Context: an optimization exercise on an open-source flow, tuned for small area. The choices shown serve that exercise and are no tape-out recipe. The RTL was checked by simulation tests, not by an equivalence proof against the original design. Power is estimated from default activity; no workload was simulated.

File: design/flow/design.v
`timescale 1ns/1ps
module axi_servo_pwm (
    input  wire       resetn,
    input  wire       clk,
    input  wire [7:0] position,
    input  wire [7:0] trim,
    input  wire       enable,
    output reg        servo_ctl
);
    reg [8:0]  lo;
    reg [11:0] hi;
    reg [8:0]  pend;
    reg [8:0]  tgt;
    wire [9:0] lo_inc = {1'b0, lo} + 10'd1;
    wire lo_end = lo_inc[9];
    wire wrap   = &{hi[11:7], hi[2:1], lo[8:5], lo[2], lo[0]};    
    wire clr    = !resetn || !enable || wrap;
    always @(posedge clk) begin
        lo <= clr ? 9'd94  : (lo_inc[8:0] | {6'd0, lo_end, 1'b0, lo_end});
        hi <= clr ? 12'd30 : hi + {11'd0, lo_end};
    end
    wire [7:0] a = {~position[7], position[6:0]};
    wire [7:0] b = {~trim[7], trim[6:0]};
    wire [8:0] c;
    wire [8:0] sum;
    assign c[0] = 1'b0;
    genvar n;
    generate
        for (n = 0; n < 8; n = n + 1) begin : g_add
            assign sum[n]   = a[n] ^ b[n] ^ c[n];
            assign c[n + 1] = (a[n] & b[n]) | (a[n] & c[n]) | (b[n] & c[n]);
        end
    endgenerate
    assign sum[8] = c[8];
    always @(posedge clk)
        if (wrap) begin
            pend <= sum;
            tgt  <= pend;
        end
    wire [9:0] k;
    assign k[0] = 1'b1;
    generate
        for (n = 0; n < 9; n = n + 1) begin : g_cmp
            assign k[n + 1] = (tgt[n] & ~hi[n]) | (tgt[n] & k[n]) | (~hi[n] & k[n]);
        end
    endgenerate
    wire le_tgt = k[9];
    wire le_min = (hi < 12'd128) || (hi == 12'd128 && lo <= 9'd407);
    wire le_max = (hi < 12'd385) || (hi == 12'd385 && lo <= 9'd108);
    always @(posedge clk)
        servo_ctl <= resetn && enable && le_max && (le_min || le_tgt);
endmodule
`timescale 1ns / 1ps
module axi_servo_ctl #
   (
    parameter integer C_AXI_DATA_WIDTH  = 32,
    parameter integer C_CLK_FREQ_HZ     = 100000000,
    parameter integer C_AXI_ADDR_WIDTH  = 32,
    parameter integer C_NUM_SERVOS      = 8,
    parameter integer C_PERIOD_US       = 20000,
    parameter integer C_DUTY_MIN_US     = 500,
    parameter integer C_DUTY_MAX_US     = 1800
)  (
    output wire [7:0]                     servo_ctl,
    input wire                            s_axi_aclk,
    input wire                            s_axi_aresetn,
    input wire [C_AXI_ADDR_WIDTH-1:0]     s_axi_awaddr,
    input wire [2:0]                      s_axi_awprot,
    input wire                            s_axi_awvalid,
    output wire                           s_axi_awready,
    input wire [C_AXI_DATA_WIDTH-1:0]     s_axi_wdata,
    input wire                            s_axi_wvalid,
    output wire                           s_axi_wready,
    output wire [1:0]                     s_axi_bresp,
    output reg                            s_axi_bvalid,
    input wire                            s_axi_bready,
    input wire [C_AXI_ADDR_WIDTH-1:0]     s_axi_araddr,
    input wire [2:0]                      s_axi_arprot,
    input wire                            s_axi_arvalid,
    output reg                            s_axi_arready,
    output reg [C_AXI_DATA_WIDTH-1:0]     s_axi_rdata,
    output wire [1:0]                     s_axi_rresp,
    output reg                            s_axi_rvalid,
    input wire                            s_axi_rready
    );
    reg [17*32-1:0] regs;
    reg aw_rdy;
    assign s_axi_awready = aw_rdy;
    assign s_axi_wready  = aw_rdy;
    assign s_axi_bresp   = 2'b00;
    assign s_axi_rresp   = 2'b00;
    always @(posedge s_axi_aclk)
        aw_rdy <= s_axi_aresetn && !aw_rdy && s_axi_awvalid && s_axi_wvalid;
    wire wren = aw_rdy && s_axi_awvalid && s_axi_wvalid;
    always @(posedge s_axi_aclk) begin
        if (!s_axi_aresetn)
            s_axi_bvalid <= 1'b0;
        else if (wren && !s_axi_bvalid)
            s_axi_bvalid <= 1'b1;
        else if (s_axi_bready && s_axi_bvalid)
            s_axi_bvalid <= 1'b0;
    end
    wire [4:0]  widx = s_axi_awaddr[6:2];
    wire [31:0] wd   = s_axi_wdata & {32{s_axi_aresetn}};
    genvar k;
    generate
        for (k = 0; k < 17; k = k + 1) begin : g_reg
            always @(posedge s_axi_aclk)
                if (!s_axi_aresetn || (wren && widx == k))
                    regs[32 * k +: 32] <= wd;
        end
    endgenerate
    always @(posedge s_axi_aclk) begin
        if (!s_axi_aresetn)
            s_axi_arready <= 1'b0;
        else
            s_axi_arready <= !s_axi_arready && s_axi_arvalid;
    end
    wire rden = s_axi_arready && s_axi_arvalid && !s_axi_rvalid;
    always @(posedge s_axi_aclk) begin
        if (!s_axi_aresetn)
            s_axi_rvalid <= 1'b0;
        else if (rden)
            s_axi_rvalid <= 1'b1;
        else if (s_axi_rvalid && s_axi_rready)
            s_axi_rvalid <= 1'b0;
    end
    wire [4:0] ridx = s_axi_araddr[6:2];
    reg [31:0] rmux;
    integer j;
    always @(*) begin
        rmux = 32'd0;
        for (j = 0; j < 17; j = j + 1)
            rmux = rmux | (regs[32 * j +: 32] & {32{ridx == j}});
    end
    always @(posedge s_axi_aclk)
        if (rden)
            s_axi_rdata <= rmux;
    genvar i;
    generate
        for (i = 0; i < 8; i = i + 1) begin : g_servo
            axi_servo_pwm pwm (
                .resetn    ( s_axi_aresetn           ),
                .clk       ( s_axi_aclk              ),
                .position  ( regs[32 * (2 * i + 2) +: 8] ),
                .trim      ( regs[32 * (2 * i + 1) +: 8] ),
                .enable    ( regs[i]                 ),
                .servo_ctl ( servo_ctl[i]            )
            );
        end
    endgenerate
endmodule
File: design/flow/flow/run.sh
#!/bin/bash
# Layout flow: the standard ORFS flow (standard.sh) with three changes:
#  1. after the standard synthesis, the combinational gates are mapped again by ABC with an
#     area-oriented script (flow/reopt.tcl, flow/area.abc); the flip-flops are untouched. The
#     new netlist is used only if a SAT proof (flow/equiv.ys) shows it equal to the standard
#     one with the flip-flops cut into ports; otherwise the standard netlist is kept;
#  2. port buffers of the smallest buffer cell (buf_1);
#  3. a clock tree of clkbuf_8 leaf clusters without balancing dummy loads.
# Each tool writes its full output to a log in this folder (orfs/logs/... for ORFS steps).
set -euo pipefail
HERE=$PWD
FL=$HERE/flow
R=$HERE/orfs/results/$FLOW_PLATFORM/axi_servo_ctl/base
LIB=$FLOW_HOME/platforms/$FLOW_PLATFORM/lib/sky130_fd_sc_hd__tt_025C_1v80.lib
YOSYS=$(command -v yosys || echo "$FLOW_HOME/../tools/install/yosys/bin/yosys")

bash standard.sh synth > synth_make.log 2>&1

cp "$R/1_2_yosys.v" std_1_2_yosys.v
python3 "$FL/genmodels.py" "$LIB" cells.v > genmodels.log 2>&1
DONT_USE=$(make -s -C "$FLOW_HOME" DESIGN_CONFIG="$HERE/config.mk" print-DONT_USE_CELLS 2>/dev/null | sed 's/^DONT_USE_CELLS: //')
if LIBFILE="$LIB" CELLS_V=cells.v IN_V=std_1_2_yosys.v TOP="$FLOW_TOP" DONT_USE="$DONT_USE" \
     ABC_SCRIPT="$FL/area.abc" OUT_V=reopt.v "$YOSYS" -c "$FL/reopt.tcl" > reopt.log 2>&1 &&
   python3 "$FL/cutff.py" std_1_2_yosys.v std_cut.v > cutff.log 2>&1 &&
   python3 "$FL/cutff.py" reopt.v reopt_cut.v >> cutff.log 2>&1 &&
   "$YOSYS" "$FL/equiv.ys" > equiv.log 2>&1 &&
   grep -q "SAT proof finished - no model found: SUCCESS" equiv.log; then
  echo "using the re-mapped netlist" > reopt_used.txt
  cp reopt.v "$R/1_2_yosys.v"
  touch "$R/1_2_yosys.v"
else
  echo "re-mapping failed or was not proven; keeping the standard netlist" > reopt_used.txt
fi

bash standard.sh \
  "BUFFER_PORTS_ARGS=-buffer_cell sky130_fd_sc_hd__buf_1" \
  "CTS_ARGS=-sink_clustering_enable -repair_clock_nets -dont_use_dummy_load -buf_list sky130_fd_sc_hd__clkbuf_8 -sink_clustering_size 16 -sink_clustering_max_diameter 50" \
  finish > flow_make.log 2>&1
File: design/flow/flow/area.abc
&get -n
&st
&dch -f
&nf -R 1000
&put
strash
&get -n
&st
&dch -f
&nf -R 1000
&put
strash
&get -n
&st
&dch -f
&nf -R 1000
&put
File: design/flow/flow/cutff.py
#!/usr/bin/env python3
"""Cut the flip-flops of a flat cell netlist: each flop's Q becomes a new input port and its
D/DE new output ports, named after the flop instance. usage: cutff.py IN.v OUT.v"""
import re, sys
t = open(sys.argv[1]).read()
inst = re.compile(r'^\s*(sky130_fd_sc_hd__(?:e?dfxtp)_\d)\s+(\\\S+|\S+)\s*\((.*?)\);\s*$', re.S | re.M)
newports, decls, assigns = [], [], []
def sub(m):
    cell, name, body = m.groups()
    pins = dict(re.findall(r'\.(\w+)\s*\(\s*(.*?)\s*\)\s*(?:,|$)', body.strip(), re.S))
    n = re.sub(r'\W', '_', name.lstrip('\\'))
    newports.append('ff_q_' + n); decls.append('  input ff_q_%s;' % n)
    assigns.append('  assign %s = ff_q_%s ;' % (pins['Q'], n))
    newports.append('ff_d_' + n); decls.append('  output ff_d_%s;' % n)
    assigns.append('  assign ff_d_%s = %s ;' % (n, pins['D']))
    if 'DE' in pins:
        newports.append('ff_de_' + n); decls.append('  output ff_de_%s;' % n)
        assigns.append('  assign ff_de_%s = %s ;' % (n, pins['DE']))
    return ''
t2 = inst.sub(sub, t)
# add ports to the module header
m = re.search(r'module\s+\w+\s*\(', t2)
t2 = t2[:m.end()] + ', '.join(newports) + ', ' + t2[m.end():]
t2 = t2.replace('endmodule', '\n'.join(decls + assigns) + '\nendmodule', 1)
open(sys.argv[2], 'w').write(t2)
print(len(newports), 'ports')
File: design/flow/flow/equiv.ys
# Combinational equivalence of two netlists whose flip-flops are cut into ports (cutff.py).
read_verilog cells.v
read_verilog std_cut.v
rename axi_servo_ctl gold
read_verilog reopt_cut.v
rename axi_servo_ctl gate
hierarchy -check
flatten gold gate
proc
opt_clean
miter -equiv -flatten -make_outputs gold gate miter
hierarchy -top miter
sat -verify -prove trigger 0 miter
File: design/flow/flow/genmodels.py
#!/usr/bin/env python3
"""Write Verilog models of the liberty's cells: combinational cells as assigns from their
liberty functions, sequential ones as blackboxes. usage: genmodels.py LIB OUT.v"""
import re, sys

def blocks(text, start, kind):
    """yield (name, body) for each 'kind (name) { body }' group directly inside text[start:]."""
    pat = re.compile(r'\b' + kind + r'\s*\(\s*"?([^")]*)"?\s*\)\s*\{')
    for m in pat.finditer(text, start):
        i = m.end(); depth = 1
        while depth:
            c = text[i]
            if c == '{': depth += 1
            elif c == '}': depth -= 1
            i += 1
        yield m.group(1), text[m.end():i - 1]

lib = open(sys.argv[1]).read()
out = []
for cname, body in blocks(lib, 0, 'cell'):
    seq = re.search(r'\b(ff|latch|statetable|ff_bank|latch_bank)\s*\(', body) is not None
    pins = []
    for pname, pbody in blocks(body, 0, 'pin'):
        d = re.search(r'direction\s*:\s*"?(\w+)', pbody)
        f = re.search(r'\bfunction\s*:\s*"([^"]*)"', pbody)
        tri = re.search(r'three_state', pbody)
        pins.append((pname, d.group(1) if d else None, f.group(1) if f else None, tri))
    if not pins:
        continue
    seen = set(); ports = []
    for p in pins:
        if p[1] in ('input', 'output', 'inout') and p[0] not in seen:
            seen.add(p[0]); ports.append(p)
    decl = ', '.join(p[0] for p in ports)
    lines = []
    comb_ok = not seq
    for pname, d, f, tri in ports:
        if d == 'output' and (f is None or tri):
            comb_ok = False
    if comb_ok:
        lines.append('module %s(%s);' % (cname, decl))
        for pname, d, f, tri in ports:
            lines.append('  %s %s;' % (d, pname))
        for pname, d, f, tri in ports:
            if d == 'output':
                e = f.replace('!', '~')
                e = re.sub(r'\b1\b', "1'b1", e); e = re.sub(r'\b0\b', "1'b0", e)
                lines.append('  assign %s = %s;' % (pname, e))
    else:
        lines.append('(* blackbox *)')
        lines.append('module %s(%s);' % (cname, decl))
        for pname, d, f, tri in ports:
            lines.append('  %s %s;' % (d, pname))
    lines.append('endmodule')
    out.append('\n'.join(lines))
open(sys.argv[2], 'w').write('\n'.join(out) + '\n')
File: design/flow/flow/reopt.tcl
# Re-map the combinational logic of the standard synthesis netlist for area. The flip-flops
# stay as they are (same instances, names and cell types); only the gates between them are
# mapped again with ABC.
yosys -import
set lib $::env(LIBFILE)
read_verilog $::env(CELLS_V)
read_verilog $::env(IN_V)
hierarchy -top $::env(TOP)
flatten
techmap
opt -fast
set dont_use {}
foreach c $::env(DONT_USE) { lappend dont_use -dont_use $c }
abc -script $::env(ABC_SCRIPT) -liberty $lib {*}$dont_use
opt_clean -purge
setundef -zero
splitnets
opt_clean -purge
hilomap -singleton -hicell sky130_fd_sc_hd__conb_1 HI -locell sky130_fd_sc_hd__conb_1 LO
insbuf -buf sky130_fd_sc_hd__buf_4 A X
opt_clean -purge
read_liberty -lib -overwrite $lib
check -assert -mapped
tee -o $::env(OUT_V).stat stat -liberty $lib
write_verilog -noattr -nohex -nodec $::env(OUT_V)
File: design/flow/standard.sh
#!/bin/bash
# synth_recipe.tcl (not shown) runs the flow's synth.tcl, then flattens the netlist and writes it again
# the make line also repeats each setting of config.mk as NAME=value (left out here)
make -C /OpenROAD-flow-scripts/flow DESIGN_CONFIG=/design/flow/config.mk WORK_HOME=/design/flow/orfs CLKGATE_MAP_FILE= SYNTH_SCRIPT=/design/flow/synth_recipe.tcl "${@:-finish}"
File: design/flow/config.mk
export PLATFORM = sky130hd
export DESIGN_NAME = axi_servo_ctl
export DESIGN_NICKNAME = axi_servo_ctl
export VERILOG_FILES = /design/flow/design.v
export SDC_FILE = /design/flow/constraint.sdc
export NUM_CORES = 4
export LEC_CHECK = 0
export CAP_MARGIN = 0
export CORE_MARGIN = 2
export CORE_UTILIZATION = 60
export SLEW_MARGIN = 0
File: design/flow/constraint.sdc
create_clock -name core_clock -period 10.0 [get_ports {s_axi_aclk}]
set_input_delay 2.0000 -clock core_clock [delete_from_list [all_inputs] [get_ports {s_axi_aclk}]]
set_output_delay 2.0000 -clock core_clock [all_outputs]
set_load 0.01 [all_outputs]
==> results of run 1 <==
-- how the worst max path moves through the flow --
stage / slack [ns] / to
after detailed placement: 5.29 / s_axi_rdata[5]
after global routing: 5.96 / s_axi_rdata[9]
after CTS: 6.03 / s_axi_rdata[5]
after floorplan: 4.82 / regs[128]
after global placement: 5.27 / s_axi_rdata[5]
final: 5.94 / s_axi_rdata[7]
-- sequential cells by signal, summed over array words and instances, names as in the netlist --
name                   count
s_axi_rvalid               1
s_axi_bvalid               1
g_servo.pwm.pend          72
s_axi_arready              1
g_servo.pwm.lo            72
g_servo.pwm.servo_ctl      8
aw_rdy                     1
g_servo.pwm.hi            96
s_axi_rdata               32
g_servo.pwm.tgt           72
regs                     544
-- power by group through the flow --
stage	clock [mW]	combinational [mW]	sequential (mW)
finish	1.85	0.452	4.37
global route	2.01	0.486	4.39
CTS	1.88	0.456	4.37
detailed placement	0	0.454	4.46
global placement	0	0.446	4.45
floorplan	0	0.263	4.43
-- stage by stage --
stage	hold WS, ns	utilization (%)	instance area, um^2
2_1_floorplan	0.400	-	34300
3_3_place_gp	0.401	64.1	36100
3_5_place_dp	0.405	64.1	36100
4_1_cts	0.378	66.1	37200
5_1_grt	0.399	66.1	37200
6_report	0.386	66.1	37200
-- layout make-up --
cell class,instances,area (um^2)
antenna,1,2.50
clock buffer,82,1130
fill,4170,19100
inverter,54,203
multi-input combinational,1393,9060
sequential,900,25200
tap,756,946
timing repair buffer,137,683
-- metal layers --
| metal | track usage [%] | vias to the layer above | wire length (um) |
|---|---|---|---|
| met1 | 40.5 | 10635 | 33800 |
| met2 | 46.8 | 1075 | 40500 |
| met4 | 9.38 | 0 | 2820 |
| li1 | - | 9740 | - |
| met3 | 4.54 | 170 | 7820 |
| met5 | 0 | - | 0 |
==> flow_summary.yaml, run 1 <==
global_route:
  grt_pass1_vias: 20526
  grt_max_degree: 38
  grt_usage_pct: 28.9
  overflow: 0
  antenna_found_initial: 1
  grt_pass1_wl_um: 127000
cts:
  cts_hold_buf: 0
  ctsRootBufferMaster: "clkbuf_8"
  cts.sinks: 900
  clock_latency_ns: 0.69
  htree_levels: 3
  cts_tree: "done"
  cts.reportedPaths.clkPinSlew_ns: 0.09
  ctsLongestPathBuffers: 3
  cts_buffers: 82
  post_cts_resized: 0
  post_cts_buffers: 0
setup_path:
  worst-path-max-fanout: 20
  cp_top_family: "simple AND/OR/NAND/NOR gates"
  critPathLaunchType: "primary input"
  rrSetupSlack_ns: 6.58
  cp.required_ns: 10.52
  crit_cells: 7
  reg2reg_to: "g_servo[7].pwm.pend[6]"
  max_stage_delay_ns: 0.77
  r2r_cells: 9
  cp.arrival_ns: 4.57
  path_class: "primary input to flop"
  crit_start: "s_axi_araddr[2]"
  slowest_stage: "nor2_2"
  r2r_start: "regs[513]"
  crit_path_end_kind: "flop"
  path_buf_inv: 2
  critical_path.cell_chain: "buf_1 -> nand2b_1 -> nor2_2 -> buf_4 -> a222oi_1 -> and4_1 -> nand3_1"
status:
  outcome: "complete, no violations"
power:
  p_per_area_nw_per_um2: 179
  power_frac_seq_pct: 65.5
  ir_worst_vdd_mv: 0.135
  p_clk_share_pct: 27.7
  p_int_mw: 5.15
  combPwrFrac_pct: 6.8
  cellLeakagePower_nw: 11.9
  swShare_pct: 22.9
  finalPower_mw: 6.68
  p_sw_mw: 1.53
die:
  die_w_um: 243
  fp.dieH_um: 243
  fp.dieArea_um2: 59000
  start_util_pct: 60.7
  core_area_um2: 56400
  io_pins: 158
  rows: 87
route:
  ant_nets: 0
  firstDrtPassIters: 13
  wl_per_cell_um: 25.6
  routed_wl_um: 84900
  via_per_inst: 6.51
  routed-via-count: 21620
  drc: 0
  drt_iter0_drc: 2706
worst_hold_path:
  holdPathStages: 0
  hold_path_class: "flop to flop"
  min-delay-start: "g_servo[6].pwm.pend[7]"
  min_to: "g_servo[6].pwm.tgt[7]"
place:
  hpwl_um: 49400
  gp_congestion: 0.852
  pre_cts_ws_ns: 5.29
  io_buffers: 93
  place_inst: 3240
synth:
  synth_cells: 2357
  synth_area_um2: 34200
  ys_warn_count: 2
  syn_area_per_cell_um2: 14.5
layout:
  fin_nets: 2677
  drive_above_1_share_pct: 6.63
  area_delta_synth_final_pct: 8.79
  final_cell_mix: "edfxtp_1 (720), dfxtp_1 (180), a222oi_1 (154), nor2_1 (149), nand2_1 (142)"
  final_common_cell: "edfxtp_1"
  stdcell_count: 3323
job:
  cap_violations: 0
sta:
  slew_headroom_pct: 18.3
  drv_slew: 0
  min_period_over_period_pct: 40.6
  fin_skew_ns: 0.0655
  hold_viol: 0
  tightest_slew_ns: 1.22
  min_period_ns: 4.06
  rsz0062_at_grt: "false"
  worst_slack_ns: 5.94
  setup_viol: 0
  finalSetupTns_ns: 0
  max_freq_mhz: 247
==> inputs of run 2 (changes only) <==
--- a/design/flow/design.v
+++ b/design/flow/design.v
@@ -83,17 +83,23 @@
     output reg                            s_axi_rvalid,
     input wire                            s_axi_rready
     );
-    reg [17*32-1:0] regs;
+    wire resetn = s_axi_aresetn;
+    reg [31:0]     en_r;      
+    reg [16*8-1:0] lowb;      
+    reg [8*24-1:0] ra, rb;    
+    reg            ph;        
+    reg            clr2;      
     reg aw_rdy;
     assign s_axi_awready = aw_rdy;
     assign s_axi_wready  = aw_rdy;
     assign s_axi_bresp   = 2'b00;
     assign s_axi_rresp   = 2'b00;
+    wire aw_req = resetn && !aw_rdy && s_axi_awvalid && s_axi_wvalid;
+    wire wren   = aw_rdy && s_axi_awvalid && s_axi_wvalid;
     always @(posedge s_axi_aclk)
-        aw_rdy <= s_axi_aresetn && !aw_rdy && s_axi_awvalid && s_axi_wvalid;
-    wire wren = aw_rdy && s_axi_awvalid && s_axi_wvalid;
+        aw_rdy <= aw_req;
     always @(posedge s_axi_aclk) begin
-        if (!s_axi_aresetn)
+        if (!resetn)
             s_axi_bvalid <= 1'b0;
         else if (wren && !s_axi_bvalid)
             s_axi_bvalid <= 1'b1;
@@ -101,51 +107,84 @@
             s_axi_bvalid <= 1'b0;
     end
     wire [4:0]  widx = s_axi_awaddr[6:2];
-    wire [31:0] wd   = s_axi_wdata & {32{s_axi_aresetn}};
+    wire [31:0] wd   = s_axi_wdata & {32{resetn}};
+    always @(posedge s_axi_aclk)
+        if (!resetn || (wren && widx == 5'd0))
+            en_r <= wd;
     genvar k;
     generate
-        for (k = 0; k < 17; k = k + 1) begin : g_reg
+        for (k = 1; k <= 16; k = k + 1) begin : g_low
             always @(posedge s_axi_aclk)
-                if (!s_axi_aresetn || (wren && widx == k))
-                    regs[32 * k +: 32] <= wd;
+                if (!resetn || (wren && widx == k))
+                    lowb[8 * (k - 1) +: 8] <= wd[7:0];
+        end
+    endgenerate
+    wire       wring = (widx != 5'd0) && (widx <= 5'd16);
+    wire [3:0] wm1   = widx[3:0] - 4'd1;
+    wire       win_b = !(ph ^ widx[0]);
+    wire       ins   = (aw_req || wren) && resetn && wring && win_b;
+    wire       hold  = resetn && !clr2;
+    genvar i;
+    generate
+        for (i = 0; i < 8; i = i + 1) begin : g_ring
+            wire s1 = ins && (wm1[3:1] == i);
+            wire s2 = !s1 && hold;
+            always @(posedge s_axi_aclk) begin
+                ra[24 * i +: 24] <= (s_axi_wdata[31:8] & {24{s1}}) | (rb[24 * i +: 24] & {24{s2}});
+                rb[24 * i +: 24] <= ra[24 * i +: 24];
+            end
         end
     endgenerate
     always @(posedge s_axi_aclk) begin
-        if (!s_axi_aresetn)
+        ph   <= !ph;
+        clr2 <= !resetn;
+    end
+    always @(posedge s_axi_aclk) begin
+        if (!resetn)
             s_axi_arready <= 1'b0;
         else
             s_axi_arready <= !s_axi_arready && s_axi_arvalid;
     end
     wire rden = s_axi_arready && s_axi_arvalid && !s_axi_rvalid;
     always @(posedge s_axi_aclk) begin
-        if (!s_axi_aresetn)
+        if (!resetn)
             s_axi_rvalid <= 1'b0;
         else if (rden)
             s_axi_rvalid <= 1'b1;
         else if (s_axi_rvalid && s_axi_rready)
             s_axi_rvalid <= 1'b0;
     end
-    wire [4:0] ridx = s_axi_araddr[6:2];
+    wire [4:0] ridx  = s_axi_araddr[6:2];
+    wire [31:0] rdec  = 32'd1 << ridx;
+    wire        rin_a = ph ^ ridx[0];
     reg [31:0] rmux;
     integer j;
     always @(*) begin
-        rmux = 32'd0;
-        for (j = 0; j < 17; j = j + 1)
-            rmux = rmux | (regs[32 * j +: 32] & {32{ridx == j}});
+        rmux = en_r & {32{rdec[0]}};
+        for (j = 1; j <= 16; j = j + 1)
+            rmux[7:0] = rmux[7:0] | (lowb[8 * (j - 1) +: 8] & {8{rdec[j]}});
+        for (j = 0; j < 8; j = j + 1)
+            rmux[31:8] = rmux[31:8]
+                       | (ra[24 * j +: 24] & {24{(rdec[2 * j + 1] | rdec[2 * j + 2]) & rin_a & !clr2}})
+                       | (rb[24 * j +: 24] & {24{(rdec[2 * j + 1] | rdec[2 * j + 2]) & !rin_a & !clr2}});
     end
+    wire ar_req = resetn && !s_axi_arready && s_axi_arvalid;
+    wire rconf  = aw_req && wring && win_b && ar_req && !s_axi_rvalid && (ridx == widx);
+    reg  skip;
     always @(posedge s_axi_aclk)
-        if (rden)
+        skip <= rconf;
+    always @(posedge s_axi_aclk)
+        if ((rden && !skip) || rconf)
             s_axi_rdata <= rmux;
-    genvar i;
     generate
         for (i = 0; i < 8; i = i + 1) begin : g_servo
             axi_servo_pwm pwm (
-                .resetn    ( s_axi_aresetn           ),
-                .clk       ( s_axi_aclk              ),
-                .position  ( regs[32 * (2 * i + 2) +: 8] ),
-                .trim      ( regs[32 * (2 * i + 1) +: 8] ),
-                .enable    ( regs[i]                 ),
-                .servo_ctl ( servo_ctl[i]            )
+                .resetn    ( resetn                       ),
+                .clk       ( s_axi_aclk                   ),
+                .position  ( lowb[8 * (2 * i + 1) +: 8]   ),
+                .trim      ( lowb[8 * (2 * i) +: 8]       ),
+                .enable    ( en_r[i]                      ),
+                .servo_ctl ( servo_ctl[i]                 )
             );
         end
     endgenerate
==> design/flow/flow/area.abc (replaced) <==
&get -n
&st
&dch
&nf -R 1000
&put
&get -n
&st
&dch
&nf -R 1000
&put
&get -n
&st
&dch
&nf -R 1000
&put
&get -n
&st
&dch
&nf -R 1000
&put
&get -n
&st
&dch
&nf -R 1000
&put
&get -n
&st
&dch
&nf -R 1000
&put
==> run 2 against run 1 <==
Power is 7.7% lower. Register-to-register slack hardly changed. Fmax is 18% lower. Design area is 2.3% lower. Largest cell class unchanged. Still clean on timing, DRC and antenna. Critical path depth is 5 higher. Clock power is 3% lower. Largest power group unchanged. Sequential power is 8.9% lower.
==> flow_summary.yaml, run 2 <==
power:
  cellLeakagePower_nw: 12.0
  ir_worst_vdd_mv: 0.122
  p_int_mw: 4.72
  swShare_pct: 23.4
  p_sw_mw: 1.44
  finalPower_mw: 6.17
  combPwrFrac_pct: 6.3
  power_frac_seq_pct: 64.6
  p_per_area_nw_per_um2: 169
  p_clk_share_pct: 29.0
cts:
  cts_tree: "done"
  cts.reportedPaths.clkPinSlew_ns: 0.09
  cts_hold_buf: 0
  clock_latency_ns: 0.69
  cts.sinks: 903
  ctsRootBufferMaster: "clkbuf_8"
  ctsLongestPathBuffers: 3
  post_cts_resized: 0
  htree_levels: 3
  post_cts_buffers: 0
  cts_buffers: 76
synth:
  synth_cells: 3088
  ys_warn_count: 2
  syn_area_per_cell_um2: 10.9
  synth_area_um2: 33600
setup_path:
  path_class: "primary input to flop"
  cp.arrival_ns: 5.51
  rrSetupSlack_ns: 6.58
  critPathLaunchType: "primary input"
  crit_start: "s_axi_araddr[5]"
  r2r_start: "ph"
  crit_path_end_kind: "flop"
  worst-path-max-fanout: 41
  cp.required_ns: 10.56
sta:
  max_freq_mhz: 202
  hold_viol: 0
  whs_ns: 0.315
  drv_slew: 0
  min_period_over_period_pct: 49.5
  setup_viol: 0
  finalSetupTns_ns: 0
  min_period_ns: 4.95
  slew_headroom_pct: 15.0
  rsz0062_at_grt: "false"
  tightest_slew_ns: 1.26
  fin_skew_ns: 0.0523
global_route:
  grt_max_degree: 99
  grt_pass1_vias: 24188
  antenna_found_initial: 5
  overflow: 0
  grt_pass1_wl_um: 134000
  grt_usage_pct: 30.1
die:
  fp.dieArea_um2: 57900
  rows: 86
  die_w_um: 241
  start_util_pct: 60.8
  core_area_um2: 55200
  io_pins: 158
  fp.dieH_um: 241
layout:
  final_common_cell: "dfxtp_1"
  final_cell_mix: "dfxtp_1 (567), nand2_1 (564), o21ai_0 (350), edfxtp_1 (336), nor2_1 (185)"
  stdcell_count: 4050
  utilization_pct: 65.9
  area_delta_synth_final_pct: 8.39
  drive_above_1_share_pct: 4.82
  fin_nets: 3410
  largest_registers: "ra: 192 flops, rb: 192 flops, lowb: 128 flops"
route:
  routed-via-count: 24953
  drt_iter0_drc: 2582
  firstDrtPassIters: 8
  via_per_inst: 6.16
  routed_wl_um: 86800
  ant_nets: 0
  drc: 0
  wl_per_cell_um: 21.4
place:
  gp_congestion: 0.944
  io_buffers: 93
  hpwl_um: 55500
  place_inst: 3971
job:
  cap_violations: 0
worst_hold_path:
  hold_path_class: "flop to flop"
  min-delay-start: "ra[158]"
status:
  outcome: "complete, no violations"
run 2: cell count changes in the layout (fill, tap and decap cells not counted), sizes merged, moves of 13 or more:
cell / before / now
a222oi: 154 / 88
maj3: 42 / 55
dfxtp: 180 / 567
a221oi: 5 / 37
nand2: 142 / 564
nor2: 162 / 197
a211oi: 6 / 19
o21ai: 144 / 352
and4: 26 / 8
a22o: 1 / 15
edfxtp: 720 / 336
a21oi: 121 / 162
nor3: 62 / 75
run 2: final timing paths:
check,end,cells past startpoint
setup reg to reg,s_axi_rdata[22],7
hold / removal,rb[158],0
hold reg to reg,rb[158],0
setup / recovery,s_axi_rdata[18],12
run 2: power groups by stage:
stage | Combinational, mW | Sequential [mW] | Clock, mW
after floorplan | 0.243 | 4.04 | 0
after global placement | 0.381 | 4.06 | 0
after detailed placement | 0.389 | 4.07 | 0
after CTS | 0.390 | 3.98 | 1.83
after global routing | 0.426 | 3.99 | 1.96
final | 0.391 | 3.98 | 1.79
run 2: stage by stage:
stage / worst slack, ns / area [um^2]
after CTS: 5.27 / 36400
final: 5.05 / 36400
after global routing: 5.13 / 36400
after floorplan: 1.75 / 33600
after global placement: 4.58 / 35300
after detailed placement: 4.50 / 35300
run 2: area by class of cell:
class	count	area, um^2
Fill cell	4351	18800
Tap cell	748	936
Clock buffer	76	1050
Inverter	50	188
Timing Repair Buffer	145	741
Multi-Input combinational cell	2125	12000
Sequential cell	903	21400
Antenna cell	3	7.51
run 2: worst max-delay path: stages:
cell and delay (ns):
buf_1 0.06, buf_4 0.32, nor2b_1 0.25, nand2b_1 0.30, nor2_1 0.86, or2_2 0.26
buf_4 0.52, nor2b_1 0.41, o21ai_0 0.15, nor2_1 0.11, a221oi_1 0.06, nand2_1 0.16
run 2: routing by layer:
layer | wire, um | global-route usage, % | vias up
li1 | - | - | 11757
met1 | 34600 | 38.6 | 12001
met2 | 42300 | 51.0 | 948
met3 | 6180 | 4.75 | 241
met4 | 3650 | 12.8 | 6
met5 | 34 | 0 | -
==> inputs of run 3 (changes only) <==
--- a/design/flow/flow/run.sh
+++ b/design/flow/flow/run.sh
@@ -34,5 +34,5 @@
 
 bash standard.sh \
   "BUFFER_PORTS_ARGS=-buffer_cell sky130_fd_sc_hd__buf_1" \
-  "CTS_ARGS=-sink_clustering_enable -repair_clock_nets -dont_use_dummy_load -buf_list sky130_fd_sc_hd__clkbuf_8 -sink_clustering_size 16 -sink_clustering_max_diameter 50" \
+  "CTS_ARGS=-sink_clustering_enable -repair_clock_nets -dont_use_dummy_load -buf_list sky130_fd_sc_hd__clkbuf_8 -sink_clustering_size 20 -sink_clustering_max_diameter 60" \
   finish > flow_make.log 2>&1
==> run 3 against run 2 <==
Final cell count decreased by 0.57%. Count of clock-buffer cells in the layout decreased by 21. Wire length decreased by 0.44%. Fmax increased by 1.9%. Power decreased by 3.6%. Synthesized cell count unchanged. Combinational power about the same. Flip-flop and latch count unchanged. Design area decreased by 0.81%. Critical endpoint is now s_axi_rdata[25]. Highest routed layer unchanged.
==> flow_summary.yaml, run 3 <==
status:
  outcome: "complete, no violations"
place:
  io_buffers: 93
  hpwl_um: 55500
  placed_area_um2: 35300
  pre_cts_ws_ns: 4.50
  gp_congestion: 0.944
die:
  fp.dieH_um: 241
  core_area_um2: 55200
  rows: 86
  start_util_pct: 60.8
  io_pins: 158
  die_w_um: 241
  fp.dieArea_um2: 57900
cts:
  cts_buffers: 55
  cts_tree: "done"
  cts_hold_buf: 0
  cts.sinks: 903
  post_cts_buffers: 0
  clock_latency_ns: 0.75
  ctsLongestPathBuffers: 3
  htree_levels: 2
  post_cts_resized: 0
  ctsRootBufferMaster: "clkbuf_8"
  cts.reportedPaths.clkPinSlew_ns: 0.11
global_route:
  use_met2_pct: 50.9
  antenna_found_initial: 3
  grt_usage_pct: 29.8
  grt_pass1_vias: 23969
  gr-usage-met3_pct: 4.21
  grt_max_degree: 99
  grt_pass1_wl_um: 133000
  busiest_layer: "met2"
  overflow: 0
  gr-usage-met1_pct: 38.6
layout:
  drive_above_1_share_pct: 4.21
  largest_registers: "ra: 192 flops, rb: 192 flops, lowb: 128 flops"
  area_delta_synth_final_pct: 7.52
  multi_input_area_um2: 12000
  final_cell_mix: "dfxtp_1 (567), nand2_1 (564), o21ai_0 (350), edfxtp_1 (336), nor2_1 (185)"
  design_area_um2: 36100
  utilization_pct: 65.4
  nFillCells: 4395
  seqCellArea_um2: 21400
  final_common_cell: "dfxtp_1"
  fin_nets: 3389
route:
  wl_per_cell_um: 21.5
  via_per_inst: 6.16
  drc: 0
  ant_nets: 0
  routed_wl_um: 86400
  drt_iter0_drc: 2486
  routed-via-count: 24812
  firstDrtPassIters: 7
sta:
  tightest_slew_ns: 1.25
  slew_headroom_pct: 15.7
  setup_viol: 0
  min_period_ns: 4.86
  hold_viol: 0
  min_period_over_period_pct: 48.6
  worst_slack_ns: 5.14
  fin_skew_ns: 0.101
  rsz0062_at_grt: "false"
  drv_slew: 0
  finalSetupTns_ns: 0
  max_freq_mhz: 206
power:
  ir_worst_vdd_mv: 0.140
  p_per_area_nw_per_um2: 165
  finalPower_mw: 5.94
  cellLeakagePower_nw: 11.8
synth:
  syn_area_per_cell_um2: 10.9
  ys_warn_count: 2
  synth_area_um2: 33600
  synth_cells: 3088
setup_path:
  crit_path_end_kind: "flop"
  critPathLaunchType: "primary input"
  path_class: "primary input to flop"
  cp.arrival_ns: 5.42
  worst-path-max-fanout: 41
  cp.required_ns: 10.56
job:
  cap_violations: 0
worst_hold_path:
  hold_path_class: "flop to flop"
==> run 3: cell count changes in the layout (fill, tap and decap cells not counted), sizes merged <==
cell,previous run,this run
clkbuf,77,56
diode,3,1
==> run 3: layer usage <==
metal,wire length [um],vias to the layer above
met5,33,-
met1,34500,11915
li1,-,11714
met2,42100,963
met3,6300,214
met4,3420,6
==> run 3: final cells by class <==
class	instances	share of cell area, %
Timing Repair Buffer	145	2.05
Inverter	50	0.520
Multi-Input combinational cell	2125	33.3
Sequential cell	903	59.4
Tap cell	748	2.59
Clock buffer	55	2.10
Antenna cell	1	0.00693
==> run 3: power by group <==
group	internal (mW)	switching (mW)	total [mW]
sequential	3.90	0.0808	3.99
clock	0.494	1.07	1.57
combinational	0.137	0.254	0.391
total	4.54	1.41	5.94
==> run 3: worst max-delay path: stages <==
cell,delay (ns)
buf_1,0.06
buf_4,0.33
nor2b_1,0.25
nand2b_1,0.30
nor2_1,0.85
or2_2,0.25
buf_4,0.51
a222oi_1,0.18
nand4_1,0.14
a21oi_1,0.04
a211oi_1,0.24
a221o_1,0.22
==> run 3: final timing paths <==
| kind | from | to | slack, ns | cells past startpoint |
|---|---|---|---|---|
| max | s_axi_araddr[5] | s_axi_rdata[25] | 5.14 | 12 |
| min | ra[101] | rb[101] | 0.33 | 0 |
| max reg2reg | ph | s_axi_rdata[22] | 6.61 | 7 |
| min reg2reg | ra[101] | rb[101] | 0.33 | 0 |
==> run 3: stage by stage <==
stage / hold slack (ns) / cells
2_1_floorplan: 0.324 / 3091
3_3_place_gp: 0.330 / 3971
3_5_place_dp: 0.335 / 3971
4_1_cts: 0.325 / 4026
5_1_grt: 0.325 / 4026
6_report: 0.329 / 4027
==> inputs of run 4 (changes only) <==
--- a/design/flow/flow/run.sh
+++ b/design/flow/flow/run.sh
@@ -34,5 +34,5 @@
 
 bash standard.sh \
   "BUFFER_PORTS_ARGS=-buffer_cell sky130_fd_sc_hd__buf_1" \
-  "CTS_ARGS=-sink_clustering_enable -repair_clock_nets -dont_use_dummy_load -buf_list sky130_fd_sc_hd__clkbuf_8 -sink_clustering_size 20 -sink_clustering_max_diameter 60" \
+  "CTS_ARGS=-sink_clustering_enable -repair_clock_nets -dont_use_dummy_load -buf_list sky130_fd_sc_hd__clkbuf_16 -sink_clustering_size 26 -sink_clustering_max_diameter 80" \
   finish > flow_make.log 2>&1
==> run 4 against run 3 <==
Final cell count fell by 0.35%. Global-route usage shrank 0.12 points. Design area increased by 0.75%. Combinational power hardly changed. Hold slack better by 0.018 ns. Flip-flop and latch count stayed put. Power rose by 4.1%. Die area did not move. Critical path type unchanged.
==> flow_summary.yaml, run 4 <==
sta:
  hold_viol: 0
  worst_slack_ns: 5.08
  fin_skew_ns: 0.0462
  min_period_over_period_pct: 49.2
  max_freq_mhz: 203
  tightest_slew_ns: 1.28
  rsz0062_at_grt: "false"
  setup_viol: 0
  slew_headroom_pct: 14.7
  finalSetupTns_ns: 0
  whs_ns: 0.346
  min_period_ns: 4.92
  drv_slew: 0
power:
  cellLeakagePower_nw: 11.9
  ir_worst_vdd_mv: 0.186
  finalPower_mw: 6.19
  p_per_area_nw_per_um2: 170
layout:
  final_common_cell: "dfxtp_1"
  drive_above_1_share_pct: 3.80
  area_delta_synth_final_pct: 8.32
  fin_nets: 3375
  utilization_pct: 65.9
  nFillCells: 4355
  final_cell_mix: "dfxtp_1 (567), nand2_1 (564), o21ai_0 (350), edfxtp_1 (336), nor2_1 (185)"
  largest_registers: "ra: 192 flops, rb: 192 flops, lowb: 128 flops"
route:
  drc: 0
  ant_nets: 0
  via_per_inst: 6.15
  routed-via-count: 24668
  routed_wl_um: 86000
  drt_iter0_drc: 2563
  wl_per_cell_um: 21.4
  firstDrtPassIters: 6
die:
  fp.dieH_um: 241
  die_w_um: 241
  core_area_um2: 55200
  start_util_pct: 60.8
  rows: 86
  io_pins: 158
  fp.dieArea_um2: 57900
setup_path:
  cp.required_ns: 10.47
  worst-path-max-fanout: 41
  critPathLaunchType: "primary input"
  critical_path.cell_chain: "buf_1 -> buf_4 -> nor2b_1 -> nand2b_1 -> nor2_1 -> or2_2 -> buf_4 -> nor2b_1 -> o21ai_0 -> nor2_1 -> a2111oi_0 -> nand2_1"
  max_stage_delay_ns: 0.77
  path_class: "primary input to flop"
  cp.arrival_ns: 5.39
  slowest_stage: "nor2_1"
  crit_path_end_kind: "flop"
cts:
  htree_levels: 2
  ctsLongestPathBuffers: 3
  ctsRootBufferMaster: "clkbuf_16"
  cts_buffers: 41
  post_cts_buffers: 0
  cts.sinks: 903
  cts.reportedPaths.clkPinSlew_ns: 0.10
  post_cts_resized: 0
  clock_latency_ns: 0.62
  cts_hold_buf: 0
  cts_tree: "done"
global_route:
  grt_pass1_vias: 23857
  grt_usage_pct: 29.7
  overflow: 0
  grt_pass1_wl_um: 133000
  grt_max_degree: 99
  antenna_found_initial: 4
place:
  io_buffers: 93
  hpwl_um: 55500
  gp_congestion: 0.944
  pre_cts_ws_ns: 4.50
synth:
  synth_area_um2: 33600
  ys_warn_count: 2
  syn_area_per_cell_um2: 10.9
  synth_cells: 3088
status:
  outcome: "complete, no violations"
worst_hold_path:
  hold_path_class: "flop to flop"
job:
  cap_violations: 0
## run 4: cell types whose count changed in the layout (fill, tap and decap cells not counted)
| cell | previous run | this run |
|---|---|---|
| clkbuf_8 | 55 | 0 |
| clkbuf_16 | 0 | 41 |
## run 4: stage by stage
step	area (um^2)	cells
finish	36400	4013
CTS	36400	4012
detailed placement	35300	3971
global placement	35300	3971
floorplan	33600	3091
global route	36400	4012
## run 4: layout make-up
class                      count  area, um^2  area share [%]
inverter                      50         188           0.516
timing repair buffer         145         741            2.04
clock buffer                  41        1030            2.82
sequential                   903       21400            59.0
antenna                        1        2.50         0.00688
tap                          748         936            2.57
multi-input combinational   2125       12000            33.1
## run 4: per-layer routing
metal  part of all wire [%]  wire [um]  vias up  track usage [%]
li1                       -          -    11698                -
met1                     40      34500    11877             38.6
met2                     49      42500      895             51.2
met3                    6.9       5960      190             3.65
met4                    3.5       3050        8             11.2
met5                  0.057         49        -                0
## run 4: report_power, final
group          switching, mW  internal (mW)  total [mW]  leakage (nW)
Combinational          0.254          0.137       0.391          3.72
Sequential            0.0808           3.90        3.98          7.69
Clock                   1.07          0.738        1.81         0.505
## run 4: final timing paths
check                  start         endpoint  slack, ns  cells after the start
max          s_axi_araddr[5]  s_axi_rdata[15]       5.08                     12
min                  ra[152]          rb[152]       0.35                      0
max reg2reg               ph  s_axi_rdata[22]       6.61                      7
min reg2reg          ra[152]          rb[152]       0.35                      0
## run 4: worst max-delay path, delay by kind of cell
kind | cells | cell delay [ns]
buffers and inverters | 3 | 0.90
AO/OA/AOI/OAI | 2 | 0.22
AND/OR/NAND/NOR | 7 | 2.21
==> inputs of run 5 (changes only) <==
--- a/design/flow/flow/run.sh
+++ b/design/flow/flow/run.sh
@@ -1,9 +1,11 @@
 #!/bin/bash
-# Layout flow: the standard ORFS flow (standard.sh) with three changes:
-#  1. after the standard synthesis, the combinational gates are mapped again by ABC with an
-#     area-oriented script (flow/reopt.tcl, flow/area.abc); the flip-flops are untouched. The
-#     new netlist is used only if a SAT proof (flow/equiv.ys) shows it equal to the standard
-#     one with the flip-flops cut into ports; otherwise the standard netlist is kept;
+# Layout flow: the standard ORFS flow (standard.sh) with these changes:
+#  1. synthesis is the standard flow's (synth_recipe.tcl), except that ABC uses an area-oriented script
+#     (flow/synth_area.tcl, flow/area.abc); registers are mapped before ABC, so they are the
+#     standard synthesis's. Then the combinational gates are mapped again by ABC with the same
+#     script (flow/reopt.tcl); the flip-flops are untouched. The re-mapped netlist is used only
+#     if a SAT proof (flow/equiv.ys) shows it equal to the synthesized one with the flip-flops
+#     cut into ports;
 #  2. port buffers of the smallest buffer cell (buf_1);
 #  3. a clock tree of clkbuf_8 leaf clusters without balancing dummy loads.
 # Each tool writes its full output to a log in this folder (orfs/logs/... for ORFS steps).
@@ -14,7 +16,13 @@
 LIB=$FLOW_HOME/platforms/$FLOW_PLATFORM/lib/sky130_fd_sc_hd__tt_025C_1v80.lib
 YOSYS=$(command -v yosys || echo "$FLOW_HOME/../tools/install/yosys/bin/yosys")
 
-bash standard.sh synth > synth_make.log 2>&1
+sed -e "s|@AREA_ABC@|$FL/area.abc|" -e "s|@FLOW_SYNTH@|$HERE/synth_recipe.tcl|" \
+  "$FL/synth_area.tcl" > synth_area_run.tcl
+if ! bash standard.sh "SYNTH_SCRIPT=$HERE/synth_area_run.tcl" synth > synth_make.log 2>&1; then
+  echo "area synthesis failed; running the standard synthesis" > synth_fallback.txt
+  rm -rf orfs
+  bash standard.sh synth > synth_std_make.log 2>&1
+fi
 
 cp "$R/1_2_yosys.v" std_1_2_yosys.v
 python3 "$FL/genmodels.py" "$LIB" cells.v > genmodels.log 2>&1
@@ -34,5 +42,5 @@
 
 bash standard.sh \
   "BUFFER_PORTS_ARGS=-buffer_cell sky130_fd_sc_hd__buf_1" \
-  "CTS_ARGS=-sink_clustering_enable -repair_clock_nets -dont_use_dummy_load -buf_list sky130_fd_sc_hd__clkbuf_16 -sink_clustering_size 26 -sink_clustering_max_diameter 80" \
+  "CTS_ARGS=-sink_clustering_enable -repair_clock_nets -dont_use_dummy_load -buf_list sky130_fd_sc_hd__clkbuf_8 -sink_clustering_size 16 -sink_clustering_max_diameter 50" \
   finish > flow_make.log 2>&1
==> design/flow/flow/synth_area.tcl (new file) <==
# The standard flow's synthesis script (synth_recipe.tcl: ORFS synthesis without the fsm and share passes,
# then flattened and renamed), with one change: ABC maps the combinational logic with the
# area-oriented script @AREA_ABC@ (run.sh fills in the paths) instead of ORFS's speed script. Registers are mapped
# before ABC runs, so they are the same as in the standard synthesis.
proc abc {args} {
  set i [lsearch $args -script]
  if { $i >= 0 } {
    set args [lreplace $args $i [expr {$i + 1}] -script {@AREA_ABC@}]
  }
  yosys abc {*}$args
}
source {@FLOW_SYNTH@}
==> run 5 against run 4 <==
Die area fell by 3.9%. Register-to-register slack barely moved. Combinational power fell by 7.4%. Global-route usage rose by 1.3 points. Non-clock buffer count fell by 6. Critical path depth fell by 2. Sequential share of layout area rose by 2.1 points. Utilization rose by 0.54 points. Design area fell by 3.4%. Critical path type unchanged. Critical endpoint is now s_axi_rdata[24].
==> flow_summary.yaml, run 5 <==
status:
  outcome: "complete, no violations"
global_route:
  overflow: 0
  antenna_found_initial: 5
  grt_pass1_wl_um: 132000
  grt_pass1_vias: 22587
  grt_max_degree: 40
  grt_usage_pct: 31.0
setup_path:
  worst-path-max-fanout: 24
  r2r_start: "lowb[121]"
  path_class: "primary input to flop"
  crit_path_end_kind: "flop"
  rrSetupSlack_ns: 6.62
  cp.required_ns: 10.55
  r2r_cells: 9
  reg2reg_to: "g_servo[7].pwm.pend[8]"
  cp.arrival_ns: 5.53
  critPathLaunchType: "primary input"
worst_hold_path:
  min_to: "rb[178]"
  min-delay-start: "ra[178]"
  holdPathStages: 0
  hold_path_class: "flop to flop"
job:
  cap_violations: 0
synth:
  ys_warn_count: 2
  synth_cells: 2568
  syn_area_per_cell_um2: 12.6
  synth_area_um2: 32300
route:
  ant_nets: 0
  drt_iter0_drc: 2689
  wl_per_cell_um: 25.1
  via_per_inst: 6.67
  drc: 0
  routed_wl_um: 87300
  routed-via-count: 23166
  firstDrtPassIters: 10
cts:
  post_cts_resized: 0
  post_cts_buffers: 0
  cts_hold_buf: 0
  cts_tree: "done"
  cts_buffers: 80
  htree_levels: 3
  ctsLongestPathBuffers: 3
  clock_latency_ns: 0.69
  cts.sinks: 903
  cts.reportedPaths.clkPinSlew_ns: 0.10
  ctsRootBufferMaster: "clkbuf_8"
layout:
  final_cell_mix: "dfxtp_1 (567), edfxtp_1 (336), a22o_1 (192), o21ai_0 (157), a222oi_1 (157)"
  area_delta_synth_final_pct: 8.86
  multi_input_area_um2: 10800
  stdcell_count: 3471
  nFillCells: 3968
  fin_nets: 2888
  drive_above_1_share_pct: 6.19
  largest_registers: "ra: 192 flops, rb: 192 flops, lowb: 128 flops"
  final_common_cell: "dfxtp_1"
  seqCellArea_um2: 21400
power:
  cellLeakagePower_nw: 11.7
  ir_worst_vdd_mv: 0.130
  p_per_area_nw_per_um2: 176
die:
  fp.dieH_um: 236
  die_w_um: 236
  start_util_pct: 61.0
  fp.dieArea_um2: 55600
  rows: 84
  io_pins: 158
  core_area_um2: 52900
sta:
  slew_headroom_pct: 9.52
  rsz0062_at_grt: "false"
  drv_slew: 0
  max_freq_mhz: 201
  fin_skew_ns: 0.0595
  whs_ns: 0.307
  setup_viol: 0
  finalSetupTns_ns: 0
  min_period_over_period_pct: 49.8
  hold_viol: 0
  min_period_ns: 4.98
  tightest_slew_ns: 1.34
place:
  place_inst: 3385
  io_buffers: 93
  hpwl_um: 53500
  gp_congestion: 0.976
-- run 5: report_power, final --
group          leakage, nW  switching (mW)  internal (mW)
Clock                0.575            1.11          0.715
Combinational         3.50           0.231          0.131
Sequential            7.67          0.0872           3.90
-- run 5: layout make-up --
class | instances | area share (%)
antenna | 6 | 0.0428
clock buffer | 80 | 3.14
inverter | 43 | 0.460
multi-input combinational | 1612 | 30.9
sequential | 903 | 61.1
tap | 688 | 2.45
timing repair buffer | 139 | 1.98
-- run 5: worst max path at each step --
| stage | to | depth (start not counted) | slack (ns) | from |
|---|---|---|---|---|
| 2_1_floorplan | ra[0] | 8 | 4.56 | s_axi_awaddr[5] |
| 3_3_place_gp | s_axi_rdata[24] | 10 | 4.62 | s_axi_araddr[4] |
| 3_5_place_dp | s_axi_rdata[24] | 10 | 4.53 | s_axi_araddr[4] |
| 4_1_cts | s_axi_rdata[24] | 10 | 5.28 | s_axi_araddr[4] |
| 5_1_grt | s_axi_rdata[24] | 10 | 4.95 | s_axi_araddr[4] |
| 6_report | s_axi_rdata[24] | 10 | 5.02 | s_axi_araddr[4] |
-- run 5: worst max-delay path, stage by stage --
cell and delay, ns:
buf_1 0.44, clkinv_1 0.26, or2_0 0.30, nor2_1 0.69, nor2_1 0.28, nor2_4 0.88
a222oi_1 0.23, nand4_1 0.18, a221oi_1 0.06, nand2_1 0.17
-- run 5: stage by stage --
step	power [mW]	instance area [um^2]	utilization (%)	setup slack (ns)
4_1_cts	6.21	35100	66.4	5.28
5_1_grt	6.36	35100	66.4	4.95
2_1_floorplan	4.26	32300	-	4.56
6_report	6.18	35100	66.4	5.02
3_5_place_dp	4.43	34000	64.3	4.53
3_3_place_gp	4.42	34000	64.3	4.62
-- run 5: metal layers --
metal	track usage (%)	vias to the layer above	routed length, um
li1	-	10445	-
met1	39.3	11216	33700
met2	50.5	1202	40800
met3	6.23	301	8540
met4	16.0	2	4230
met5	0	-	12
==> inputs of run 6 (changes only) <==
--- a/design/flow/flow/run.sh
+++ b/design/flow/flow/run.sh
@@ -42,5 +42,5 @@
 
 bash standard.sh \
   "BUFFER_PORTS_ARGS=-buffer_cell sky130_fd_sc_hd__buf_1" \
-  "CTS_ARGS=-sink_clustering_enable -repair_clock_nets -dont_use_dummy_load -buf_list sky130_fd_sc_hd__clkbuf_8 -sink_clustering_size 16 -sink_clustering_max_diameter 50" \
+  "CTS_ARGS=-sink_clustering_enable -repair_clock_nets -dont_use_dummy_load -buf_list sky130_fd_sc_hd__clkbuf_8 -sink_clustering_size 18 -sink_clustering_max_diameter 55" \
   finish > flow_make.log 2>&1
==> run 6 against run 5 <==
Still clean on timing, DRC and antenna. Sequential power hardly changed. Design area is 0.75% lower. Clock skew is 0.025 ns higher. Clock power is 11% lower. Wire length hardly changed. Fmax hardly changed. Hold slack better by 0.00082 ns. Synthesized cell count stayed put. Die area stayed put. Global-route usage is 0.23 points lower. Critical path type unchanged.
==> flow_summary.yaml, run 6 <==
status:
  outcome: "complete, no violations"
die:
  rows: 84
  io_pins: 158
  start_util_pct: 61.0
  fp.dieH_um: 236
  core_area_um2: 52900
  die_w_um: 236
  fp.dieArea_um2: 55600
layout:
  fin_nets: 2869
  area_delta_synth_final_pct: 8.04
  final_cell_mix: "dfxtp_1 (567), edfxtp_1 (336), a22o_1 (192), o21ai_0 (157), a222oi_1 (157)"
  drive_above_1_share_pct: 5.55
  largest_registers: "ra: 192 flops, rb: 192 flops, lowb: 128 flops"
  final_common_cell: "dfxtp_1"
setup_path:
  crit_path_end_kind: "flop"
  cp.arrival_ns: 5.56
  worst-path-max-fanout: 24
  max_stage_delay_ns: 0.89
  critical_path.cell_chain: "buf_1 -> clkinv_1 -> or2_0 -> nor2_1 -> nor2_1 -> nor2_4 -> a222oi_1 -> nand4_1 -> a221oi_1 -> nand2_1"
  path_common_cell: "nor2_1"
  path_class: "primary input to flop"
  critPathLaunchType: "primary input"
  cp.required_ns: 10.58
  path_buf_inv: 2
  cp_top_family: "simple AND/OR/NAND/NOR gates"
  slowest_stage: "nor2_4"
  crit_cells: 10
  r2r_cells: 9
place:
  io_buffers: 93
  gp_congestion: 0.976
  hpwl_um: 53500
cts:
  cts_tree: "done"
  cts_buffers: 61
  ctsRootBufferMaster: "clkbuf_8"
  htree_levels: 2
  ctsLongestPathBuffers: 3
  clock_latency_ns: 0.75
  cts.sinks: 903
  cts.reportedPaths.clkPinSlew_ns: 0.11
  cts_hold_buf: 0
  post_cts_buffers: 0
  post_cts_resized: 0
route:
  ant_nets: 0
  wl_per_cell_um: 25.3
  wl_met1_um: 33800
  firstDrtPassIters: 11
  highest_layer: "met5"
  routed_wl_um: 87300
  drt_iter0_drc: 2691
  routed-via-count: 23074
  dr_wl_met3_um: 8300
  met2_length_um: 41400
  drc: 0
  via_per_inst: 6.69
global_route:
  grt_max_degree: 40
  grt_usage_pct: 30.7
  antenna_found_initial: 6
  grt_pass1_wl_um: 132000
  overflow: 0
  grt_pass1_vias: 22360
synth:
  synth_cells: 2568
  synth_area_um2: 32300
  ys_warn_count: 2
  syn_area_per_cell_um2: 12.6
job:
  cap_violations: 0
worst_hold_path:
  holdPathStages: 0
  hold_path_class: "flop to flop"
sta:
  fin_skew_ns: 0.0848
  drv_slew: 0
  min_period_over_period_pct: 49.8
  whs_ns: 0.308
  min_period_ns: 4.98
  rsz0062_at_grt: "false"
  slew_headroom_pct: 10.2
  max_freq_mhz: 201
  finalSetupTns_ns: 0
  tightest_slew_ns: 1.33
  hold_viol: 0
  setup_viol: 0
power:
  cellLeakagePower_nw: 11.6
  p_per_area_nw_per_um2: 171
  ir_worst_vdd_mv: 0.135
[run 6: worst paths after layout]
path / start / to / slack, ns
min reg2reg: ra[191] / rb[191] / 0.31
max reg2reg: lowb[72] / g_servo[4].pwm.pend[8] / 6.58
min: ra[191] / rb[191] / 0.31
max: s_axi_araddr[4] / s_axi_rdata[24] / 5.02
[run 6: layer usage]
| layer | up-vias | track usage (%) |
|---|---|---|
| met4 | 8 | 14.1 |
| met1 | 11248 | 39.8 |
| li1 | 10401 | - |
| met2 | 1155 | 50.5 |
| met3 | 262 | 5.66 |
| met5 | - | 0 |
[run 6: final cells by class]
class | instances | area, um^2
Inverter | 43 | 161
Sequential cell | 903 | 21400
Fill cell | 3991 | 18000
Clock buffer | 61 | 840
Antenna cell | 5 | 12.5
Multi-Input combinational cell | 1612 | 10800
Timing Repair Buffer | 139 | 696
Tap cell | 688 | 861
[run 6: stage by stage]
stage	instances	cell area, um^2	total power, mW	worst slack (ns)	util [%]
global placement	3385	34000	4.42	4.62	64.3
CTS	3446	34800	5.99	5.30	65.9
finish	3451	34800	5.97	5.02	65.9
global route	3450	34800	6.15	4.96	65.9
floorplan	2571	32300	4.26	4.56	-
detailed placement	3385	34000	4.43	4.53	64.3
[run 6: power breakdown]
| part | switching, mW | internal [mW] |
|---|---|---|
| logic | 0.231 | 0.131 |
| clock network | 1.07 | 0.544 |
| registers | 0.0872 | 3.90 |
==> inputs of run 7 (changes only) <==
--- a/design/flow/design.v
+++ b/design/flow/design.v
@@ -154,28 +154,33 @@
         else if (s_axi_rvalid && s_axi_rready)
             s_axi_rvalid <= 1'b0;
     end
-    wire [4:0] ridx  = s_axi_araddr[6:2];
-    wire [31:0] rdec  = 32'd1 << ridx;
-    wire        rin_a = ph ^ ridx[0];
-    reg [31:0] rmux;
+    wire [4:0]  ridx   = s_axi_araddr[6:2];
+    wire [31:0] rdec   = 32'd1 << ridx;
+    wire        rring  = (ridx != 5'd0) && (ridx <= 5'd16);
+    wire        rin_b  = !(ph ^ ridx[0]);
+    wire        ar_req = resetn && !s_axi_arready && s_axi_arvalid;
+    wire        e0_ld  = ar_req && !s_axi_rvalid && rring && rin_b;
+    wire        bypass = e0_ld && wren && (widx == ridx);
+    reg         hi_done;    
+    always @(posedge s_axi_aclk)
+        hi_done <= e0_ld;
+    reg [7:0]  rlo;
+    reg [23:0] rhi;
     integer j;
     always @(*) begin
-        rmux = en_r & {32{rdec[0]}};
+        rlo = en_r[7:0] & {8{rdec[0]}};
         for (j = 1; j <= 16; j = j + 1)
-            rmux[7:0] = rmux[7:0] | (lowb[8 * (j - 1) +: 8] & {8{rdec[j]}});
+            rlo = rlo | (lowb[8 * (j - 1) +: 8] & {8{rdec[j]}});
+        rhi = (en_r[31:8] & {24{rdec[0]}}) | (s_axi_wdata[31:8] & {24{bypass}});
         for (j = 0; j < 8; j = j + 1)
-            rmux[31:8] = rmux[31:8]
-                       | (ra[24 * j +: 24] & {24{(rdec[2 * j + 1] | rdec[2 * j + 2]) & rin_a & !clr2}})
-                       | (rb[24 * j +: 24] & {24{(rdec[2 * j + 1] | rdec[2 * j + 2]) & !rin_a & !clr2}});
+            rhi = rhi | (rb[24 * j +: 24] & {24{(rdec[2 * j + 1] | rdec[2 * j + 2]) && !bypass && !clr2}});
     end
-    wire ar_req = resetn && !s_axi_arready && s_axi_arvalid;
-    wire rconf  = aw_req && wring && win_b && ar_req && !s_axi_rvalid && (ridx == widx);
-    reg  skip;
     always @(posedge s_axi_aclk)
-        skip <= rconf;
+        if (rden)
+            s_axi_rdata[7:0] <= rlo;
     always @(posedge s_axi_aclk)
-        if ((rden && !skip) || rconf)
-            s_axi_rdata <= rmux;
+        if ((rden && !hi_done) || e0_ld)
+            s_axi_rdata[31:8] <= rhi;
     generate
         for (i = 0; i < 8; i = i + 1) begin : g_servo
             axi_servo_pwm pwm (
--- a/design/flow/config.mk
+++ b/design/flow/config.mk
@@ -7,5 +7,6 @@
 export LEC_CHECK = 0
 export CAP_MARGIN = 0
 export CORE_MARGIN = 2
-export CORE_UTILIZATION = 60
+export CORE_UTILIZATION = 70
+export PLACE_DENSITY = 0.75
 export SLEW_MARGIN = 0
==> run 7 against run 6 <==
Hold slack improved by 0.013 ns. Count of clock-buffer cells in the layout decreased by 3. Still clean. Global-route usage increased by 1.5 points. Largest cell class unchanged. Combinational power increased by 2%. Via count decreased by 4.5%. Critical endpoint is now s_axi_rdata[14].
==> flow_summary.yaml, run 7 <==
cts:
  cts_buffers: 58
  htree_levels: 2
  cts_tree: "done"
  cts.reportedPaths.clkPinSlew_ns: 0.11
  clock_latency_ns: 0.76
  cts.sinks: 903
  ctsLongestPathBuffers: 3
  ctsRootBufferMaster: "clkbuf_8"
  post_cts_buffers: 0
  cts_hold_buf: 0
  post_cts_resized: 0
setup_path:
  crit_path_end_kind: "flop"
  cp.required_ns: 10.47
  critPathLaunchType: "primary input"
  r2r_cells: 10
  path_class: "primary input to flop"
  cp.arrival_ns: 6.60
  worst-path-max-fanout: 22
die:
  fp.dieH_um: 217
  start_util_pct: 70.5
  die_w_um: 217
  core_area_um2: 45100
  fp.dieArea_um2: 47100
  rows: 78
  io_pins: 158
layout:
  area_delta_synth_final_pct: 7.50
  utilization_pct: 75.8
  final_cell_mix: "dfxtp_1 (567), edfxtp_1 (336), a22o_1 (206), o21ai_0 (155), nand2_1 (154)"
  final_common_cell: "dfxtp_1"
  drive_above_1_share_pct: 5.15
  largest_registers: "ra: 192 flops, rb: 192 flops, lowb: 128 flops"
  fin_nets: 2832
sta:
  min_period_ns: 6.14
  fin_skew_ns: 0.105
  finalSetupTns_ns: 0
  slew_headroom_pct: 14.8
  rsz0062_at_grt: "false"
  hold_viol: 0
  min_period_over_period_pct: 61.4
  drv_slew: 0
  worst_slack_ns: 3.86
  setup_viol: 0
  tightest_slew_ns: 1.27
  max_freq_mhz: 163
power:
  ir_worst_vdd_mv: 0.149
  p_int_mw: 4.55
  p_per_area_nw_per_um2: 174
  combPwrFrac_pct: 6.2
  p_sw_mw: 1.37
  power_frac_seq_pct: 67.2
  p_clk_share_pct: 26.6
  cellLeakagePower_nw: 11.7
  swShare_pct: 23.2
global_route:
  overflow: 0
  grt_pass1_vias: 21230
  antenna_found_initial: 2
  grt_usage_pct: 32.2
  grt_max_degree: 58
  grt_pass1_wl_um: 117000
synth:
  ys_warn_count: 2
  synth_area_um2: 31800
  syn_area_per_cell_um2: 12.6
  synth_cells: 2529
place:
  io_buffers: 93
  pre_cts_ws_ns: 3.38
  gp_congestion: 0.983
  hpwl_um: 49000
route:
  routed-via-count: 22042
  drt_iter0_drc: 3296
  ant_nets: 0
  firstDrtPassIters: 10
  via_per_inst: 6.64
  wl_per_cell_um: 23.2
  routed_wl_um: 77000
  drc: 0
status:
  outcome: "complete, no violations"
job:
  cap_violations: 0
worst_hold_path:
  hold_path_class: "flop to flop"
  holdPathStages: 0
[run 7: worst paths after layout]
path	endpoint	start	slack, ns
hold / removal	rb[60]	ra[60]	0.32
setup / recovery	s_axi_rdata[14]	s_axi_araddr[2]	3.86
hold reg to reg	rb[60]	ra[60]	0.32
setup reg to reg	s_axi_rdata[14]	ph	5.65
[run 7: critical path, cell delays in order]
cell and delay, ns:
buf_1 0.30, nor4_1 0.44, and2_0 0.76, o21ai_0 0.48
nor4_2 0.41, or2_1 0.92, nor2b_1 0.54, a22oi_1 0.31
nand3_1 0.12, a221oi_1 0.22, nand3_1 0.11
[run 7: power by group through the flow]
stage | Combinational (mW) | Clock [mW] | Sequential, mW
after floorplan | 0.223 | 0 | 4.04
after global placement | 0.349 | 0 | 4.06
after detailed placement | 0.361 | 0 | 4.07
after CTS | 0.362 | 1.59 | 3.98
after global routing | 0.394 | 1.70 | 3.99
final | 0.368 | 1.57 | 3.98
[run 7: layout make-up]
cell class                      count  area (um^2)
Fill cell                        3016        10900
Antenna cell                        1         2.50
Sequential cell                   903        21400
Tap cell                          600          751
Clock buffer                       58          798
Timing Repair Buffer              144          733
Inverter                           44          165
Multi-Input combinational cell   1572        10300
[run 7: layer usage]
metal | GRT usage [%] | share of wire, % | vias to the layer above | wire (um)
li1 | - | - | 9977 | -
met3 | 6.44 | 10 | 230 | 7740
met4 | 13.0 | 3.6 | 2 | 2760
met2 | 53.7 | 48 | 1215 | 36900
met5 | 0 | 0.014 | - | 11
met1 | 41.7 | 38 | 10618 | 29600
[run 7: through the flow]
step	total power, mW	area, um^2	hold WS [ns]	cells
finish	5.93	34200	0.321	3322
global route	6.09	34200	0.332	3321
CTS	5.93	34200	0.317	3321
detailed placement	4.43	33400	0.312	3263
global placement	4.41	33400	0.310	3263
floorplan	4.26	31800	0.310	2532

-- port drivers added, routing unchanged --
The flow's constraints put no driver on any port. The routed layouts listed below were extracted and timed again, unchanged, in two steps. Step 1 assumes that a clkbuf_16 drives the clock port and a buf_2 every other input. Step 2, shift: input delay + t, output delay - t, t = (earliest + latest rising clock arrival at the registers) / 2. This alone moves slack from input paths to output paths. Three values: ideal ports, drivers, drivers and shift; two values: the first two.
| run | shift t [ns] | setup slack, ns | worst setup path after step 2 | worst register clock-pin slew, ns |
|---|---|---|---|---|
| run 1 | 0.720 | 5.944 / 5.981 / 5.261 | input to register | 0.10 / 0.10 |
| run 2 | 0.720 | 5.050 / 5.082 / 4.362 | input to register | 0.10 / 0.10 |
| run 3 | 0.760 | 5.142 / 5.178 / 4.418 | input to register | 0.13 / 0.13 |
| run 4 | 0.653 | 5.084 / 5.123 / 4.470 | input to register | 0.10 / 0.10 |
| run 5 | 0.725 | 5.019 / 4.997 / 4.272 | input to register | 0.10 / 0.10 |
| run 6 | 0.767 | 5.018 / 4.991 / 4.224 | input to register | 0.11 / 0.11 |
| run 7 | 0.746 | 3.865 / 3.895 / 3.150 | input to register | 0.12 / 0.12 |
After both steps every run listed still meets setup and hold. The setup slack of run 6, which loses most, moves by -0.027 ns with the drivers and by -0.794 ns with both steps.
